Context: an optimization exercise on an open-source flow, tuned for small area. The choices shown serve that exercise and are no tape-out recipe.
Only simulation tests tie the RTL to the original design; equivalence was not proved.
Power is estimated from default activity; no workload was simulated.

Design SDRAM_HAL_Base, start of the top module:
module SDRAM_HAL_Base(CLOCK_50, reset_n, Ton_PWM, Latch_PWM, OE_PWM, GPIO_PWM, GPIO_DIV);
Size in the first run: ~1100 cells after synthesis, ~85 I/O pins.
==> module SDRAM_HAL_Base, before the edit <==
module SDRAM_HAL_Base(CLOCK_50, reset_n, Ton_PWM, Latch_PWM, OE_PWM, GPIO_PWM, GPIO_DIV);
input CLOCK_50;
input reset_n;
input[9:0] Ton_PWM;
input[23:0] Latch_PWM;
input[23:0] OE_PWM;
output[23:0] GPIO_PWM;
output GPIO_DIV;
reg [5:0] d;
reg [9:0] cnt;
reg [23:0] lq;
reg [23:0] out;
reg [9:0] ton [0:23];
wire step = (d == 6'd48);
always @(posedge CLOCK_50) begin
	if (!reset_n) begin
		d <= 6'd0;
		cnt <= 10'd0;
	end else begin
		d <= step ? 6'd0 : d + 6'd1;
		if (step) cnt <= cnt + 10'd1;
	end
end
wire [9:0] tdata = Ton_PWM & {10{reset_n}};
wire out_en = step | !reset_n;
genvar i, k;
generate for (i = 0; i < 24; i = i + 1) begin: ch
	wire ld = (lq[i] & !Latch_PWM[i]) | !reset_n;
	wire [10:0] lt;
	assign lt[0] = 1'b0;
	for (k = 0; k < 10; k = k + 1) begin: cmp
		assign lt[k+1] = (ton[i][k] & lt[k]) | (!cnt[k] & (ton[i][k] | lt[k]));
	end
	always @(posedge CLOCK_50) begin
		lq[i] <= Latch_PWM[i] & reset_n;
		if (ld) ton[i] <= tdata;
		if (out_en) out[i] <= lt[10] & reset_n;
	end
end endgenerate
assign GPIO_PWM = out & OE_PWM;
assign GPIO_DIV = (d >= 6'd24);
endmodule
clock: 5.0 ns
lec_check: 0
cap_margin: 20
core_margin: 2
core_utilization: 40
place_density: 0.6
slew_margin: 20
run.sh (not shown) runs the stock make flow with config.mk's settings and CLKGATE_MAP_FILE= SYNTH_SCRIPT=/design/flow/synth_recipe.tcl, a recipe that flattens the netlist after the stock synthesis.
Change:
==> flow/design.v (replaced) <==
module SDRAM_HAL_Base(CLOCK_50, reset_n, Ton_PWM, Latch_PWM, OE_PWM, GPIO_PWM, GPIO_DIV);
input CLOCK_50;
input reset_n;
input[9:0] Ton_PWM;
input[23:0] Latch_PWM;
input[23:0] OE_PWM;
output[23:0] GPIO_PWM;
output GPIO_DIV;
reg [2:0] a, b;
reg [9:0] cnt;
reg [23:0] lq;
reg [23:0] out;
reg [23:0] r;
reg [2:0] tlo [0:23];
reg [6:0] ring [0:23];
wire a6 = (a == 3'd6);
wire step = a6 && (b == 3'd6);
wire [2:0] an = a6 ? 3'd0 : a + 3'd1;
always @(posedge CLOCK_50) begin
	if (!reset_n) begin
		a <= 3'd0;
		b <= 3'd0;
		cnt <= 10'd0;
	end else begin
		a <= an;
		if (a6) b <= (b == 3'd6) ? 3'd0 : b + 3'd1;
		if (step) cnt <= cnt + 10'd1;
	end
end
wire [9:0] tdata = Ton_PWM & {10{reset_n}};
wire [13:0] tdd = {tdata[9:3], tdata[9:3]};
wire [6:0] trot = tdd >> an;
wire cbit = cnt[3 + a];
wire nc = !cbit;
wire first = (a == 3'd0);
wire [10:0] pl;
assign pl[0] = 1'b0;
genvar k;
generate for (k = 0; k < 10; k = k + 1) begin: pre
	assign pl[k+1] = (tdata[k] & !cnt[k]) | ((tdata[k] | !cnt[k]) & pl[k]);
end endgenerate
wire [6:0] pv = pl[10:4];
wire pload = pv[a];
wire out_en = step | !reset_n;
genvar i;
generate for (i = 0; i < 24; i = i + 1) begin: ch
	wire ld = (lq[i] & !Latch_PWM[i]) | !reset_n;
	wire [2:0] t = tlo[i];
	wire l1 = t[0] & !cnt[0];
	wire l2 = (t[1] & !cnt[1]) | ((t[1] | !cnt[1]) & l1);
	wire l3 = (t[2] & !cnt[2]) | ((t[2] | !cnt[2]) & l2);
	wire rin = first ? l3 : r[i];
	wire tb = ring[i][0];
	wire m = (tb & nc) | ((tb | nc) & rin);
	always @(posedge CLOCK_50) begin
		lq[i] <= Latch_PWM[i] & reset_n;
		if (ld) tlo[i] <= tdata[2:0];
		ring[i] <= ld ? trot : {ring[i][0], ring[i][6:1]};
		r[i] <= ld ? pload : m;
		if (out_en) out[i] <= m & reset_n;
	end
end endgenerate
assign GPIO_PWM = out & OE_PWM;
assign GPIO_DIV = (b > 3'd3) || (b == 3'd3 && a >= 3'd3);
endmodule
The new run finished with timing, DRC and antenna clean.
Wire length shrinks by about 3.7%.
Core utilization grows by 0.58 points.
Non-clock buffer count grows by 4.
Register-to-register slack degrades by 650 ps.
Sequential power grows by about 7%.
Fmax shrinks by about 10%.
Global-route usage grows by 0.29 points.
Synthesized cell count grows by about 20%.
Final area shrinks by 3.8%.

separate check: timing with driven ports:
The flow's constraints put no driver on any port. The routed layouts listed below were extracted and timed again, unchanged, in two steps. Step 1 assumes that a clkbuf_16 drives the clock port and a buf_2 every other input. Step 2 adds t to the input delays and takes it off the output delays; t is the mean of the earliest and latest rising clock arrival at the registers after step 1. Input paths then give back, and output paths get back, about the clock's delay inside the block. a / b / c = no drivers / after step 1 / after step 2; a / b = the first two.
run	t (ns)	setup slack, ns	worst hold slack (ns)	worst data-port slew with drivers (ns)	cell pins on the clock port's net
the first run	0.545	1.894 / 1.867 / 1.867	0.465 / 0.465 / 0.465	0.04	1
the second run	0.562	1.556 / 1.507 / 1.270	0.419 / 0.419 / 0.419	0.04	1
After both steps setup and hold are still met in every run listed. For the second run, which loses most, drivers alone change the setup slack by -0.049 ns; drivers and shift together by -0.286 ns.
